What follows belongs to an exercise in optimizing a design on an open flow for small area; a production flow would make more cautious choices.
Only the layout flow was run in this run; the RTL was not checked for function there.
Power is estimated from default activity; no workload was simulated.

<file path="design/flow/design.v">
module coretest(
                input wire           clk,
                input wire           reset_n,
                input wire           rx_syn,
                input wire [7 : 0]   rx_data,
                output wire          rx_ack,
                output wire          tx_syn,
                output wire [7 : 0]  tx_data,
                input wire           tx_ack,
                output wire          core_reset_n,
                output wire          core_cs,
                output wire          core_we,
                output wire [15 : 0] core_address,
                output wire [31 : 0] core_write_data,
                input wire  [31 : 0] core_read_data,
                input wire           core_error
               );
  parameter BUFFER_MAX = 4'hf;
  parameter SOC       = 8'h55;
  parameter EOC       = 8'haa;
  parameter RESET_CMD = 8'h01;
  parameter READ_CMD  = 8'h10;
  parameter WRITE_CMD = 8'h11;
  parameter SOR      = 8'haa;
  parameter EOR      = 8'h55;
  parameter UNKNOWN  = 8'hfe;
  parameter ERROR    = 8'hfd;
  parameter READ_OK  = 8'h7f;
  parameter WRITE_OK = 8'h7e;
  parameter RESET_OK = 8'h7d;
  parameter RX_IDLE  = 3'h0;
  parameter RX_ACK   = 3'h1;
  parameter RX_NSYN  = 3'h2;
  parameter TX_IDLE  = 3'h0;
  parameter TX_SYN   = 3'h1;
  parameter TX_NOACK = 3'h2;
  parameter TX_NEXT  = 3'h3;
  parameter TX_SENT  = 3'h4;
  parameter TX_DONE  = 3'h5;
  parameter TEST_IDLE          = 8'h00;
  parameter TEST_GET_CMD       = 8'h10;
  parameter TEST_PARSE_CMD     = 8'h11;
  parameter TEST_GET_ADDR0     = 8'h20;
  parameter TEST_GET_ADDR1     = 8'h21;
  parameter TEST_GET_DATA0     = 8'h24;
  parameter TEST_GET_DATA1     = 8'h25;
  parameter TEST_GET_DATA2     = 8'h26;
  parameter TEST_GET_DATA3     = 8'h27;
  parameter TEST_GET_EOC       = 8'h28;
  parameter TEST_RST_START     = 8'h30;
  parameter TEST_RST_WAIT      = 8'h31;
  parameter TEST_RST_END       = 8'h32;
  parameter TEST_RD_START      = 8'h50;
  parameter TEST_RD_WAIT       = 8'h51;
  parameter TEST_RD_END        = 8'h52;
  parameter TEST_WR_START      = 8'h60;
  parameter TEST_WR_WAIT       = 8'h61;
  parameter TEST_WR_END        = 8'h62;
  parameter TEST_CMD_UNKNOWN   = 8'h80;
  parameter TEST_CMD_ERROR     = 8'h81;
  parameter TEST_SEND_RESPONSE = 8'hc0;
  reg          rx_syn_reg;
  reg          rx_ack_reg;
  reg          rx_ack_new;
  reg          rx_ack_we;
  reg          tx_syn_reg;
  reg          tx_syn_new;
  reg          tx_syn_we;
  reg          tx_ack_reg;
  reg          core_reset_n_reg;
  reg          core_reset_n_new;
  reg          core_reset_n_we;
  reg          core_cs_reg;
  reg          core_cs_new;
  reg          core_cs_we;
  reg          core_we_reg;
  reg          core_we_new;
  reg          core_we_we;
  reg          send_response_reg;
  reg          send_response_new;
  reg          send_response_we;
  reg          response_sent_reg;
  reg          response_sent_new;
  reg          response_sent_we;
  reg [7 : 0]  cmd_reg;
  reg          cmd_we;
  reg [7 : 0]  core_addr_byte0_reg;
  reg          core_addr_byte0_we;
  reg [7 : 0]  core_addr_byte1_reg;
  reg          core_addr_byte1_we;
  reg [7 : 0]  core_wr_data_byte0_reg;
  reg          core_wr_data_byte0_we;
  reg [7 : 0]  core_wr_data_byte1_reg;
  reg          core_wr_data_byte1_we;
  reg [7 : 0]  core_wr_data_byte2_reg;
  reg          core_wr_data_byte2_we;
  reg [7 : 0]  core_wr_data_byte3_reg;
  reg          core_wr_data_byte3_we;
  reg [31 : 0] core_read_data_reg;
  reg          core_error_reg;
  reg          sample_core_output;
  reg [3 : 0]  rx_buffer_rd_ptr_reg;
  reg [3 : 0]  rx_buffer_rd_ptr_new;
  reg          rx_buffer_rd_ptr_we;
  reg          rx_buffer_rd_ptr_inc;
  reg [3 : 0]  rx_buffer_wr_ptr_reg;
  reg [3 : 0]  rx_buffer_wr_ptr_new;
  reg          rx_buffer_wr_ptr_we;
  reg          rx_buffer_wr_ptr_inc;
  reg [3 : 0]  rx_buffer_ctr_reg;
  reg [3 : 0]  rx_buffer_ctr_new;
  reg          rx_buffer_ctr_we;
  reg          rx_buffer_ctr_inc;
  reg          rx_buffer_ctr_dec;
  reg          rx_buffer_full;
  reg          rx_buffer_empty;
  reg [7 : 0]  rx_buffer [0 : 15];
  reg          rx_buffer_we;
  reg [3 : 0]  tx_buffer_ptr_reg;
  reg [3 : 0]  tx_buffer_ptr_new;
  reg          tx_buffer_ptr_we;
  reg          tx_buffer_ptr_inc;
  reg          tx_buffer_ptr_rst;
  reg [7 : 0]  tx_buffer [0 : 8];
  reg          tx_buffer_we;
  reg [3 : 0]  tx_msg_len_reg;
  reg [3 : 0]  tx_msg_len_new;
  reg          tx_msg_len_we;
  reg [2 : 0]  rx_engine_reg;
  reg [2 : 0]  rx_engine_new;
  reg          rx_engine_we;
  reg [2 : 0]  tx_engine_reg;
  reg [2 : 0]  tx_engine_new;
  reg          tx_engine_we;
  reg [7 : 0]  test_engine_reg;
  reg [7 : 0]  test_engine_new;
  reg          test_engine_we;
  reg [7 : 0] tx_buffer_muxed0;
  reg [7 : 0] tx_buffer_muxed1;
  reg [7 : 0] tx_buffer_muxed2;
  reg [7 : 0] tx_buffer_muxed3;
  reg [7 : 0] tx_buffer_muxed4;
  reg [7 : 0] tx_buffer_muxed5;
  reg [7 : 0] tx_buffer_muxed6;
  reg [7 : 0] tx_buffer_muxed7;
  reg [7 : 0] tx_buffer_muxed8;
  reg         update_tx_buffer;
  reg [7 : 0] response_type;
  reg [7 : 0] rx_byte;
  assign rx_ack          = rx_ack_reg;
  assign tx_syn          = tx_syn_reg;
  assign tx_data         = tx_buffer[tx_buffer_ptr_reg];
  assign core_reset_n    = core_reset_n_reg & reset_n;
  assign core_cs         = core_cs_reg;
  assign core_we         = core_we_reg;
  assign core_address    = {core_addr_byte0_reg, core_addr_byte1_reg};
  assign core_write_data = {core_wr_data_byte0_reg, core_wr_data_byte1_reg,
                            core_wr_data_byte2_reg, core_wr_data_byte3_reg};
  always @ (posedge clk or negedge reset_n)
    begin: reg_update
      if (!reset_n)
        begin
          rx_buffer[0]           <= 8'h00;
          rx_buffer[1]           <= 8'h00;
          rx_buffer[2]           <= 8'h00;
          rx_buffer[3]           <= 8'h00;
          rx_buffer[4]           <= 8'h00;
          rx_buffer[5]           <= 8'h00;
          rx_buffer[6]           <= 8'h00;
          rx_buffer[7]           <= 8'h00;
          rx_buffer[8]           <= 8'h00;
          rx_buffer[9]           <= 8'h00;
          rx_buffer[10]          <= 8'h00;
          rx_buffer[11]          <= 8'h00;
          rx_buffer[12]          <= 8'h00;
          rx_buffer[13]          <= 8'h00;
          rx_buffer[14]          <= 8'h00;
          rx_buffer[15]          <= 8'h00;
          tx_buffer[0]           <= 8'h00;
          tx_buffer[1]           <= 8'h00;
          tx_buffer[2]           <= 8'h00;
          tx_buffer[3]           <= 8'h00;
          tx_buffer[4]           <= 8'h00;
          tx_buffer[5]           <= 8'h00;
          tx_buffer[6]           <= 8'h00;
          tx_buffer[7]           <= 8'h00;
          tx_buffer[8]           <= 8'h00;
          rx_syn_reg             <= 0;
          rx_ack_reg             <= 0;
          tx_ack_reg             <= 0;
          tx_syn_reg             <= 0;
          rx_buffer_rd_ptr_reg   <= 4'h0;
          rx_buffer_wr_ptr_reg   <= 4'h0;
          rx_buffer_ctr_reg      <= 4'h0;
          tx_buffer_ptr_reg      <= 4'h0;
          tx_msg_len_reg         <= 4'h0;
          send_response_reg      <= 0;
          response_sent_reg      <= 0;
          cmd_reg                <= 8'h00;
          core_addr_byte0_reg    <= 8'h00;
          core_addr_byte1_reg    <= 8'h00;
          core_wr_data_byte0_reg <= 8'h00;
          core_wr_data_byte1_reg <= 8'h00;
          core_wr_data_byte2_reg <= 8'h00;
          core_wr_data_byte3_reg <= 8'h00;
          core_reset_n_reg       <= 1;
          core_cs_reg            <= 0;
          core_we_reg            <= 0;
          core_error_reg         <= 0;
          core_read_data_reg     <= 32'h00000000;
          rx_engine_reg          <= RX_IDLE;
          tx_engine_reg          <= TX_IDLE;
          test_engine_reg        <= TEST_IDLE;
        end
      else
        begin
          rx_syn_reg <= rx_syn;
          tx_ack_reg <= tx_ack;
          if (rx_ack_we)
            begin
              rx_ack_reg <= rx_ack_new;
            end
          if (tx_syn_we)
            begin
              tx_syn_reg <= tx_syn_new;
            end
          if (rx_buffer_we)
            begin
              rx_buffer[rx_buffer_wr_ptr_reg] <= rx_data;
            end
          if (tx_buffer_we)
            begin
              tx_buffer[0] <= tx_buffer_muxed0;
              tx_buffer[1] <= tx_buffer_muxed1;
              tx_buffer[2] <= tx_buffer_muxed2;
              tx_buffer[3] <= tx_buffer_muxed3;
              tx_buffer[4] <= tx_buffer_muxed4;
              tx_buffer[5] <= tx_buffer_muxed5;
              tx_buffer[6] <= tx_buffer_muxed6;
              tx_buffer[7] <= tx_buffer_muxed7;
              tx_buffer[8] <= tx_buffer_muxed8;
            end
          if (cmd_we)
            begin
              cmd_reg <= rx_byte;
            end
          if (core_addr_byte0_we)
            begin
              core_addr_byte0_reg <= rx_byte;
            end
          if (core_addr_byte1_we)
            begin
              core_addr_byte1_reg <= rx_byte;
            end
          if (core_wr_data_byte0_we)
            begin
              core_wr_data_byte0_reg <= rx_byte;
            end
          if (core_wr_data_byte1_we)
            begin
              core_wr_data_byte1_reg <= rx_byte;
            end
          if (core_wr_data_byte2_we)
            begin
              core_wr_data_byte2_reg <= rx_byte;
            end
          if (core_wr_data_byte3_we)
            begin
              core_wr_data_byte3_reg <= rx_byte;
            end
          if (rx_buffer_rd_ptr_we)
            begin
              rx_buffer_rd_ptr_reg <= rx_buffer_rd_ptr_new;
            end
          if (rx_buffer_wr_ptr_we)
            begin
              rx_buffer_wr_ptr_reg <= rx_buffer_wr_ptr_new;
            end
          if (rx_buffer_ctr_we)
            begin
              rx_buffer_ctr_reg <= rx_buffer_ctr_new;
            end
          if (tx_buffer_ptr_we)
            begin
              tx_buffer_ptr_reg <= tx_buffer_ptr_new;
            end
          if (tx_msg_len_we)
            begin
              tx_msg_len_reg <= tx_msg_len_new;
            end
          if (core_reset_n_we)
            begin
              core_reset_n_reg <= core_reset_n_new;
            end
          if (core_cs_we)
            begin
              core_cs_reg <= core_cs_new;
            end
          if (core_we_we)
            begin
              core_we_reg <= core_we_new;
            end
          if (send_response_we)
            begin
              send_response_reg <= send_response_new;
            end
          if (response_sent_we)
            begin
              response_sent_reg <= response_sent_new;
            end
          if (sample_core_output)
            begin
              core_error_reg     <= core_error;
              core_read_data_reg <= core_read_data;
            end
          if (rx_engine_we)
            begin
              rx_engine_reg <= rx_engine_new;
            end
          if (tx_engine_we)
            begin
              tx_engine_reg <= tx_engine_new;
            end
          if (test_engine_we)
            begin
              test_engine_reg <= test_engine_new;
            end
        end
    end  
  always @*
    begin : read_rx_buffer
      rx_byte = rx_buffer[rx_buffer_rd_ptr_reg];
    end  
  always @*
    begin: tx_buffer_logic
      tx_buffer_muxed0 = 8'h00;
      tx_buffer_muxed1 = 8'h00;
      tx_buffer_muxed2 = 8'h00;
      tx_buffer_muxed3 = 8'h00;
      tx_buffer_muxed4 = 8'h00;
      tx_buffer_muxed5 = 8'h00;
      tx_buffer_muxed6 = 8'h00;
      tx_buffer_muxed7 = 8'h00;
      tx_buffer_muxed8 = 8'h00;
      tx_msg_len_new   = 4'h0;
      tx_msg_len_we    = 0;
      tx_buffer_we     = 0;
      if (update_tx_buffer)
        begin
          tx_buffer_we = 1;
          tx_buffer_muxed0 = SOR;
          case (response_type)
            READ_OK:
              begin
                tx_buffer_muxed1 = READ_OK;
                tx_buffer_muxed2 = core_addr_byte0_reg;
                tx_buffer_muxed3 = core_addr_byte1_reg;
                tx_buffer_muxed4 = core_read_data_reg[31 : 24];
                tx_buffer_muxed5 = core_read_data_reg[23 : 16];
                tx_buffer_muxed6 = core_read_data_reg[15 :  8];
                tx_buffer_muxed7 = core_read_data_reg[7  :  0];
                tx_buffer_muxed8 = EOR;
                tx_msg_len_new   = 4'h8;
                tx_msg_len_we    = 1;
              end
            WRITE_OK:
              begin
                tx_buffer_muxed1 = WRITE_OK;
                tx_buffer_muxed2 = core_addr_byte0_reg;
                tx_buffer_muxed3 = core_addr_byte1_reg;
                tx_buffer_muxed4 = EOR;
                tx_msg_len_new   = 4'h4;
                tx_msg_len_we    = 1;
              end
            RESET_OK:
              begin
                tx_buffer_muxed1 = RESET_OK;
                tx_buffer_muxed2 = EOR;
                tx_msg_len_new   = 4'h2;
                tx_msg_len_we    = 1;
              end
            ERROR:
              begin
                tx_buffer_muxed1 = ERROR;
                tx_buffer_muxed2 = cmd_reg;
                tx_buffer_muxed3 = EOR;
                tx_msg_len_new   = 4'h3;
                tx_msg_len_we    = 1;
              end
            default:
              begin
                tx_buffer_muxed1 = UNKNOWN;
                tx_buffer_muxed2 = cmd_reg;
                tx_buffer_muxed3 = EOR;
                tx_msg_len_new   = 4'h3;
                tx_msg_len_we    = 1;
              end
          endcase  
        end
    end  
  always @*
    begin: rx_buffer_rd_ptr
      rx_buffer_rd_ptr_new = 4'h0;
      rx_buffer_rd_ptr_we  = 1'b0;
      rx_buffer_ctr_dec    = 0;
      if (rx_buffer_rd_ptr_inc)
        begin
          rx_buffer_ctr_dec    = 1;
          rx_buffer_rd_ptr_new = rx_buffer_rd_ptr_reg + 1'b1;
          rx_buffer_rd_ptr_we  = 1'b1;
        end
    end  
  always @*
    begin: rx_buffer_wr_ptr
      rx_buffer_wr_ptr_new = 4'h0;
      rx_buffer_wr_ptr_we  = 1'b0;
      rx_buffer_ctr_inc    = 0;
      if (rx_buffer_wr_ptr_inc)
        begin
          rx_buffer_ctr_inc    = 1;
          rx_buffer_wr_ptr_new = rx_buffer_wr_ptr_reg + 1'b1;
          rx_buffer_wr_ptr_we  = 1'b1;
        end
    end  
  always @*
    begin: rx_buffer_ctr
      rx_buffer_ctr_new = 4'h0;
      rx_buffer_ctr_we  = 1'b0;
      rx_buffer_empty   = 1'b0;
      rx_buffer_full    = 1'b0;
      if (rx_buffer_ctr_inc && !rx_buffer_ctr_dec)
        begin
          rx_buffer_ctr_new = rx_buffer_ctr_reg + 1'b1;
          rx_buffer_ctr_we  = 1'b1;
        end
      else if (rx_buffer_ctr_dec && !rx_buffer_ctr_inc)
        begin
          rx_buffer_ctr_new = rx_buffer_ctr_reg - 1'b1;
          rx_buffer_ctr_we  = 1'b1;
        end
      if (rx_buffer_ctr_reg == 4'h0)
        begin
          rx_buffer_empty = 1'b1;
        end
      if (rx_buffer_ctr_reg == BUFFER_MAX)
        begin
          rx_buffer_full = 1'b1;
        end
    end  
  always @*
    begin: tx_buffer_ptr
      tx_buffer_ptr_new = 4'h0;
      tx_buffer_ptr_we  = 1'b0;
      if (tx_buffer_ptr_inc)
        begin
          tx_buffer_ptr_new = tx_buffer_ptr_reg + 1'b1;
          tx_buffer_ptr_we  = 1'b1;
        end
      else if (tx_buffer_ptr_rst)
        begin
          tx_buffer_ptr_new = 4'h0;
          tx_buffer_ptr_we  = 1'b1;
        end
    end  
  always @*
    begin: rx_engine
      rx_ack_new           = 1'b0;
      rx_ack_we            = 1'b0;
      rx_buffer_we         = 1'b0;
      rx_buffer_wr_ptr_inc = 1'b0;
      rx_engine_new        = RX_IDLE;
      rx_engine_we         = 1'b0;
      case (rx_engine_reg)
        RX_IDLE:
          begin
            if (rx_syn_reg)
              begin
                if (!rx_buffer_full)
                  begin
                    rx_buffer_we  = 1'b1;
                    rx_engine_new = RX_ACK;
                    rx_engine_we  = 1'b1;
                  end
              end
          end
        RX_ACK:
          begin
            rx_ack_new           = 1'b1;
            rx_ack_we            = 1'b1;
            rx_buffer_wr_ptr_inc = 1'b1;
            rx_engine_new        = RX_NSYN;
            rx_engine_we         = 1'b1;
          end
        RX_NSYN:
          begin
            if (!rx_syn_reg)
              begin
                rx_ack_new    = 1'b0;
                rx_ack_we     = 1'b1;
                rx_engine_new = RX_IDLE;
                rx_engine_we  = 1;
              end
          end
        default:
          begin
          end
      endcase  
    end  
  always @*
    begin: tx_engine
      tx_buffer_ptr_inc = 0;
      tx_buffer_ptr_rst = 0;
      response_sent_new = 0;
      response_sent_we  = 0;
      tx_syn_new        = 0;
      tx_syn_we         = 0;
      tx_engine_new     = TX_IDLE;
      tx_engine_we      = 0;
      case (tx_engine_reg)
        TX_IDLE:
          begin
            if (send_response_reg)
              begin
                tx_syn_new    = 1;
                tx_syn_we     = 1;
                tx_engine_new = TX_SYN;
                tx_engine_we  = 1;
              end
          end
        TX_SYN:
          begin
            if (tx_ack_reg)
              begin
                tx_syn_new    = 0;
                tx_syn_we     = 1;
                tx_engine_new = TX_NOACK;
                tx_engine_we  = 1;
              end
          end
        TX_NOACK:
          begin
            if (!tx_ack_reg)
              begin
                tx_engine_new = TX_NEXT;
                tx_engine_we  = 1;
              end
          end
        TX_NEXT:
          begin
            if (tx_buffer_ptr_reg == tx_msg_len_reg)
              begin
                tx_engine_new = TX_SENT;
                tx_engine_we  = 1;
              end
            else
              begin
                tx_buffer_ptr_inc = 1;
                tx_syn_new        = 1;
                tx_syn_we         = 1;
                tx_engine_new     = TX_SYN;
                tx_engine_we      = 1;
              end
          end
        TX_SENT:
          begin
            response_sent_new = 1;
            response_sent_we  = 1;
            tx_engine_new     = TX_DONE;
            tx_engine_we      = 1;
          end
        TX_DONE:
          begin
            response_sent_new = 0;
            response_sent_we  = 1;
            tx_buffer_ptr_rst = 1;
            tx_engine_new     = TX_IDLE;
            tx_engine_we      = 1;
          end
        default:
          begin
            tx_engine_new = TX_IDLE;
            tx_engine_we  = 1;
          end
      endcase  
    end  
  always @*
    begin: test_engine
      core_reset_n_new      = 1;
      core_reset_n_we       = 0;
      core_cs_new           = 0;
      core_cs_we            = 0;
      core_we_new           = 0;
      core_we_we            = 0;
      sample_core_output    = 0;
      update_tx_buffer      = 0;
      response_type         = 8'h00;
      rx_buffer_rd_ptr_inc  = 0;
      cmd_we                = 0;
      core_addr_byte0_we    = 0;
      core_addr_byte1_we    = 0;
      core_wr_data_byte0_we = 0;
      core_wr_data_byte1_we = 0;
      core_wr_data_byte2_we = 0;
      core_wr_data_byte3_we = 0;
      send_response_new     = 0;
      send_response_we      = 0;
      test_engine_new       = TEST_IDLE;
      test_engine_we        = 0;
      case (test_engine_reg)
        TEST_IDLE:
          begin
            if (!rx_buffer_empty)
              begin
                rx_buffer_rd_ptr_inc = 1;
                if (rx_byte == SOC)
                  begin
                    test_engine_new = TEST_GET_CMD;
                    test_engine_we  = 1;
                  end
              end
          end
        TEST_GET_CMD:
          begin
            if (!rx_buffer_empty)
              begin
                rx_buffer_rd_ptr_inc = 1;
                cmd_we               = 1;
                test_engine_new      = TEST_PARSE_CMD;
                test_engine_we       = 1;
              end
          end
        TEST_PARSE_CMD:
          begin
            case (cmd_reg)
              RESET_CMD:
                begin
                  test_engine_new = TEST_GET_EOC;
                  test_engine_we  = 1;
                end
              READ_CMD:
                begin
                  test_engine_new = TEST_GET_ADDR0;
                  test_engine_we  = 1;
                end
              WRITE_CMD:
                begin
                  test_engine_new = TEST_GET_ADDR0;
                  test_engine_we  = 1;
                end
              default:
                begin
                  test_engine_new = TEST_CMD_UNKNOWN;
                  test_engine_we  = 1;
                end
            endcase  
          end
        TEST_GET_ADDR0:
          begin
            if (!rx_buffer_empty)
              begin
                rx_buffer_rd_ptr_inc = 1;
                core_addr_byte0_we   = 1;
                test_engine_new      = TEST_GET_ADDR1;
                test_engine_we       = 1;
              end
          end
        TEST_GET_ADDR1:
          begin
            if (!rx_buffer_empty)
              begin
                rx_buffer_rd_ptr_inc = 1;
                core_addr_byte1_we   = 1;
                case (cmd_reg)
                  READ_CMD:
                    begin
                      test_engine_new = TEST_GET_EOC;
                      test_engine_we  = 1;
                    end
                  WRITE_CMD:
                    begin
                      test_engine_new = TEST_GET_DATA0;
                      test_engine_we  = 1;
                    end
                  default:
                    begin
                      test_engine_new = TEST_CMD_UNKNOWN;
                      test_engine_we  = 1;
                    end
                endcase  
              end
          end
        TEST_GET_DATA0:
          begin
            if (!rx_buffer_empty)
              begin
                rx_buffer_rd_ptr_inc  = 1;
                core_wr_data_byte0_we = 1;
                test_engine_new       = TEST_GET_DATA1;
                test_engine_we        = 1;
              end
          end
        TEST_GET_DATA1:
          begin
            if (!rx_buffer_empty)
              begin
                rx_buffer_rd_ptr_inc  = 1;
                core_wr_data_byte1_we = 1;
                test_engine_new       = TEST_GET_DATA2;
                test_engine_we        = 1;
              end
          end
        TEST_GET_DATA2:
          begin
            if (!rx_buffer_empty)
              begin
                rx_buffer_rd_ptr_inc  = 1;
                core_wr_data_byte2_we = 1;
                test_engine_new       = TEST_GET_DATA3;
                test_engine_we        = 1;
              end
          end
        TEST_GET_DATA3:
          begin
            if (!rx_buffer_empty)
              begin
                rx_buffer_rd_ptr_inc  = 1;
                core_wr_data_byte3_we = 1;
                test_engine_new       = TEST_GET_EOC;
                test_engine_we        = 1;
              end
          end
        TEST_GET_EOC:
          begin
            if (!rx_buffer_empty)
              begin
                rx_buffer_rd_ptr_inc = 1;
                if (rx_byte == EOC)
                  begin
                    case (cmd_reg)
                      RESET_CMD:
                        begin
                          test_engine_new = TEST_RST_START;
                          test_engine_we  = 1;
                        end
                      READ_CMD:
                        begin
                          test_engine_new = TEST_RD_START;
                          test_engine_we  = 1;
                        end
                      WRITE_CMD:
                        begin
                          test_engine_new = TEST_WR_START;
                          test_engine_we  = 1;
                        end
                      default:
                        begin
                          test_engine_new = TEST_CMD_UNKNOWN;
                          test_engine_we  = 1;
                        end
                    endcase  
                  end
                else
                  begin
                    test_engine_new  = TEST_CMD_ERROR;
                    test_engine_we   = 1;
                  end
              end
          end
        TEST_RST_START:
          begin
            core_reset_n_new = 0;
            core_reset_n_we  = 1;
            test_engine_new  = TEST_RST_WAIT;
            test_engine_we   = 1;
          end
        TEST_RST_WAIT:
          begin
            test_engine_new = TEST_RST_END;
            test_engine_we  = 1;
          end
        TEST_RST_END:
          begin
            core_reset_n_new = 1;
            core_reset_n_we  = 1;
            update_tx_buffer = 1;
            response_type    = RESET_OK;
            test_engine_new  = TEST_SEND_RESPONSE;
            test_engine_we   = 1;
          end
        TEST_RD_START:
          begin
            core_cs_new     = 1;
            core_cs_we      = 1;
            test_engine_new = TEST_RD_WAIT;
            test_engine_we  = 1;
          end
        TEST_RD_WAIT:
          begin
            sample_core_output = 1;
            test_engine_new    = TEST_RD_END;
            test_engine_we     = 1;
          end
        TEST_RD_END:
          begin
            core_cs_new        = 0;
            core_cs_we         = 1;
            sample_core_output = 0;
            if (core_error_reg)
              begin
                update_tx_buffer = 1;
                response_type    = ERROR;
              end
            else
              begin
                update_tx_buffer = 1;
                response_type    = READ_OK;
              end
            test_engine_new = TEST_SEND_RESPONSE;
            test_engine_we  = 1;
          end
        TEST_WR_START:
          begin
            core_cs_new = 1;
            core_cs_we  = 1;
            core_we_new = 1;
            core_we_we  = 1;
            test_engine_new = TEST_WR_WAIT;
            test_engine_we  = 1;
          end
        TEST_WR_WAIT:
          begin
            sample_core_output = 1;
            test_engine_new  = TEST_WR_END;
            test_engine_we   = 1;
          end
        TEST_WR_END:
          begin
            core_cs_new        = 0;
            core_cs_we         = 1;
            core_we_new        = 0;
            core_we_we         = 1;
            sample_core_output = 0;
            if (core_error_reg)
              begin
                update_tx_buffer = 1;
                response_type    = ERROR;
              end
            else
              begin
                update_tx_buffer = 1;
                response_type    = WRITE_OK;
              end
            test_engine_new  = TEST_SEND_RESPONSE;
            test_engine_we   = 1;
          end
        TEST_CMD_UNKNOWN:
          begin
            update_tx_buffer = 1;
            response_type    = UNKNOWN;
            test_engine_new  = TEST_SEND_RESPONSE;
            test_engine_we   = 1;
          end
        TEST_CMD_ERROR:
          begin
            update_tx_buffer = 1;
            response_type    = ERROR;
            test_engine_new  = TEST_SEND_RESPONSE;
            test_engine_we   = 1;
          end
        TEST_SEND_RESPONSE:
          begin
            send_response_new = 1;
            send_response_we  = 1;
            if (response_sent_reg)
              begin
                send_response_new = 0;
                send_response_we  = 1;
                test_engine_new   = TEST_IDLE;
                test_engine_we    = 1;
              end
          end
        default:
          begin
            test_engine_new = TEST_IDLE;
            test_engine_we  = 1;
          end
      endcase  
    end  
endmodule  
</file>
<file path="design/flow/run.sh">
#!/bin/bash
# synth_recipe.tcl (not shown) runs the flow's synth.tcl, then flattens the netlist and writes it again
# the make line also repeats each setting of config.mk as NAME=value (left out here)
make -C /OpenROAD-flow-scripts/flow DESIGN_CONFIG=/design/flow/config.mk WORK_HOME=/design/flow/orfs CLKGATE_MAP_FILE= SYNTH_SCRIPT=/design/flow/synth_recipe.tcl finish
</file>
<file path="design/flow/config.mk">
export PLATFORM = sky130hd
export DESIGN_NAME = coretest
export DESIGN_NICKNAME = coretest
export VERILOG_FILES = /design/flow/design.v
export SDC_FILE = /design/flow/constraint.sdc
export NUM_CORES = 4
export LEC_CHECK = 0
export CAP_MARGIN = 20
export CORE_MARGIN = 2
export CORE_UTILIZATION = 40
export SLEW_MARGIN = 20
</file>
<file path="design/flow/constraint.sdc">
create_clock -name core_clock -period 5.0 [get_ports {clk}]
set_input_delay 1.0000 -clock core_clock [delete_from_list [all_inputs] [get_ports {clk}]]
set_output_delay 1.0000 -clock core_clock [all_outputs]
set_load 0.01 [all_outputs]
</file>
==> results by group <==
Outcome
  – Outcome: timing/DRC/antenna clean

Die
  – Count of standard-cell rows: 69
  – Area of the core: 35500 µm²
  – Vertical die dimension: 194 µm
  – Starting density of the core: 40.5%
  – Die Width: ~190 µm
  – Die area: 37500 µm²
  – IO Pins: 106

Cells and area
  – Ratio of cells with drive above 1 in the final layout: 23.4%
  – Final Instance Area: 16900 µm²
  – Total area of sequential cells: 7810 µm²
  – Final cell count without fillers: between 1500 and 2000
  – Post-layout nets: 1347
  – Inserted Diodes: 0
  – Area of the multi-input gates: 6110 µm²
  – Top library cells by usage in the layout, fill and taps aside: sky130_fd_sc_hd__dfrtp_1, sky130_fd_sc_hd__mux2_2, sky130_fd_sc_hd__nand2_1
  – Area added between synthesis and finish: 17.6%
  – Filler cell count: 3224
  – Commonest non-fill, non-tap cell in the layout: sky130_fd_sc_hd__dfrtp_1
  – Flip-flop count of the largest register after layout: 128
  – Core occupancy in the finished layout: 47.6%

Critical path
  – Slowest cell on the critical path: sky130_fd_sc_hd__clkdlybuf4s50_1
  – Largest stage delay on the critical path: approximately 0.63 ns
  – RR Startpoint: rx_buffer_rd_ptr_reg[0]
  – Required time of the critical path: 4.00 ns
  – Data arrival time of the worst path: 3.10 ns
  – Element type at the critical path end: output port
  – Worst R2R End: test_engine_reg[4]
  – Internal reg-to-reg setup slack: ~1.2 ns
  – Cells along the critical path: ha_1 > nor3b_1 > a21oi_1 > o311ai_0 > clkdlybuf4s50_1
  – Startpoint class of the critical path: flop
  – Setup CP Type: reg2out
  – R2r worst-path depth: 9
  – Critical path peak fanout: 14

Run
  – Number of violations of the max-capacitance limit: 0

STA
  – Worst clock skew: 0.0184 ns
  – Post-route fraction of the period consumed by the critical path: 82.1%
  – Unrepaired setup endpoints after global routing: false
  – Hold WS: 0.378 ns
  – Max-slew headroom at the worst pin: between 30 and 40%
  – Number of hold violations in the final report: 0
  – Final Critical Period: 4.10 ns
  – Finish-stage setup viols: 0
  – Final setup TNS: 0 ns
  – Count of final max-slew check failures: 0
  – Highest achievable clock rate: 244 MHz
  – Final setup slack of the worst path: 0.895 ns
  – Slew of the pin with the lowest slew margin: 1.05 ns

Global routing
  – Total congestion overflow: 0
  – Number of antenna violations at the first check in global routing: 0
  – Maximum number of pins on one net before global-route repair: 77
  – Number of global-route vias before repair: 9903
  – Wire length of the first global-routing pass: slightly below 60 mm
  – Overall global routing resource usage: 19.7%

Detailed routing
  – Post-route ant nets: 0
  – Number of detailed-routing iterations run before antenna repair: 5
  – Number of design-rule violations left by the first detailed-router iteration: 729
  – Via count: roughly 10000
  – Detail-routed net length per standard cell: 20.9 µm
  – Post-Route WL: 37.0 mm
  – Vias per Instance: 5.58
  – Remaining routing DRC violations: 0

Clocking
  – Clock Path Buffers: 3
  – Number of setup buffers added after CTS: 0
  – Total of cells resized after clock tree synthesis: 0
  – Library cell used as clock root buffer: sky130_fd_sc_hd__clkbuf_16
  – TritonCTS clock tree: done
  – Clock-pin transition on the worst setup and hold timing paths: 0.06 ns
  – CTS Buf Count: 35
  – Clock sink count: 312
  – Worst-Skew Late Latency: 0.53 ns
  – CTS hold repair buffers: 0
  – H-tree level count: 2

Pwr
  – Cell area power density: 599 nW/µm²
  – Peak supply drop: 364 µV
  – Lkg Pwr: roughly 7.4 nW
  – Total power after layout: 10.1 mW

Place
  – Placement-stage cell area: between 15000 and 20000 µm²
  – Port Buf Inserts: approximately 110
  – Final weighted congestion in routability-driven placement: 0.895
  – Total half-perimeter wirelength after legalization and detailed placement: about 25 mm
  – Number of instances in the placed design: ~1700
  – Worst setup slack before clock tree synthesis: 1.21 ns

Synth
  – Cell type with the highest aggregate area in the netlist: sky130_fd_sc_hd__dfrtp_1
  – Commonest register cell after synthesis: sky130_fd_sc_hd__dfrtp_1
  – Yosys top cell area share: 54.1%
  – Synthesized area per cell: 12.1 µm²
  – Synth Register Bits: approximately 310
  – Synth top area cells: sky130_fd_sc_hd__dfrtp_1, sky130_fd_sc_hd__mux2_2, sky130_fd_sc_hd__nand2_1, sky130_fd_sc_hd__a22o_1, sky130_fd_sc_hd__ha_1
  – Synthesized instance count: 1192
  – Fraction of registers with async set/reset: between 90% and 100%
  – Seq/Total Area, Yosys: 54.3%
  – Synth cell types: 77
  – Post-synthesis net count: between 1000 and 1500
  – Warning count from the yosys run: 3
  – Area of the mapped netlist: 14400 µm²
  – Count of flip-flops with a built-in enable after synthesis: 0

Hold path
  – Classification of the worst-slack hold path: in2async
[logic make-up after synthesis]
logic type      count (synthesis)  share of synthesized area, %
flops                         312                          54.3
simple gates                  262                          8.78
buf+inv                       102                          3.31
mux                           235                          18.4
compound gates                248                          12.6
xor+xnor                       13                         0.792
fa+ha+maj                      20                          1.74
[where the power goes]
group	internal, mW	switching, mW	total (mW)
logic	1.62	2.00	3.61
clock network	1.48	1.01	2.49
registers	3.29	0.714	4.01
total	6.39	3.72	10.1
[layer usage]
layer / routed length [µm] / up-vias / global-route usage, % / share of wire (%)
met5: 0 / - / 0 / 0
met4: 669 / 0 / 4.66 / 1.8
met3: 1510 / 45 / 3.19 / 4.1
met2: 17600 / 210 / 31.5 / 48
met1: 17200 / 5047 / 28.3 / 46
li1: - / 4541 / - / -
[critical path: cells and delay by family (launching register included)]
kind | cells | cell delay [ns]
adders and majority gates | 1 | 0.55
buffers and inverters | 1 | 0.63
and+or+nand+nor | 1 | 0.60
DFF | 1 | 0.46
AOI/OAI and AO/OA | 2 | 0.33
[cell usage after synthesis (all sizes together) (3+ instances only)]
| cell type | instances |
|---|---|
| dfrtp | 311 |
| inv | 33 |
| a211o | 5 |
| a2111oi | 3 |
| nor2b | 8 |
| o221ai | 3 |
| o211ai | 6 |
| a21oi | 34 |
| and2 | 8 |
| o31ai | 9 |
| nand3 | 16 |
| or2 | 3 |
| nand3b | 5 |
| a22oi | 19 |
| and3 | 5 |
| a221oi | 16 |
| o21ai | 49 |
| a22o | 39 |
| nand2 | 112 |
| nor3 | 19 |
| ha | 20 |
| a31oi | 15 |
| nand4 | 9 |
| buf | 24 |
| clkbuf | 44 |
| o22ai | 4 |
| o32ai | 5 |
| xnor2 | 11 |
| mux2i | 16 |
| nor2 | 50 |
| a222oi | 7 |
| a21o | 4 |
| nor3b | 5 |
| mux2 | 217 |
| a211oi | 3 |
| nand2b | 6 |
| or3 | 6 |
| a32oi | 4 |
[final cells by class]
class                      count  area share [%]
clock inverter                 8           0.615
sequential                   312            46.2
clock buffer                  51            5.89
tap                          461            3.41
inverter                      34           0.755
timing repair buffer         121            6.96
multi-input combinational    778            36.1
[worst max path at each step]
stage                     slack (ns)  cells after the start                   end                     from
after global routing            0.65                      6            tx_data[6]     tx_buffer_ptr_reg[1]
after CTS                       0.89                      5            tx_data[1]     tx_buffer_ptr_reg[1]
after detailed placement        1.21                      9    test_engine_reg[4]  rx_buffer_rd_ptr_reg[0]
after floorplan                 2.09                     11  rx_buffer_ctr_reg[3]       test_engine_reg[6]
after global placement          1.35                      9    test_engine_reg[4]  rx_buffer_rd_ptr_reg[0]
final                           0.90                      5            tx_data[1]     tx_buffer_ptr_reg[1]

-- re-timing with driven ports --
The flow's constraints put no driver on any port. The routed layout listed below was extracted and timed again, unchanged, in two steps.
Step 1, drivers: a clkbuf_16 drives clk and a buf_2 each remaining input, both assumed.
Step 2 also shifts input and output timing later by t, the mid clock arrival at the registers, as if the neighbouring blocks saw the same clock.
a / b / c = no drivers / after step 1 / after step 2; a / b = the first two.
t (ns): 0.570
setup slack, ns: 0.895 / 0.847 / 1.201
hold slack, ns: 0.378 / 0.382 / 0.471
latest minus earliest clock arrival (ns): 0.021 / 0.022
worst data-port slew with drivers (ns): 0.05
After both steps this run still meets setup and hold. The setup slack of this run moves by -0.048 ns with the drivers and by +0.306 ns with both steps.
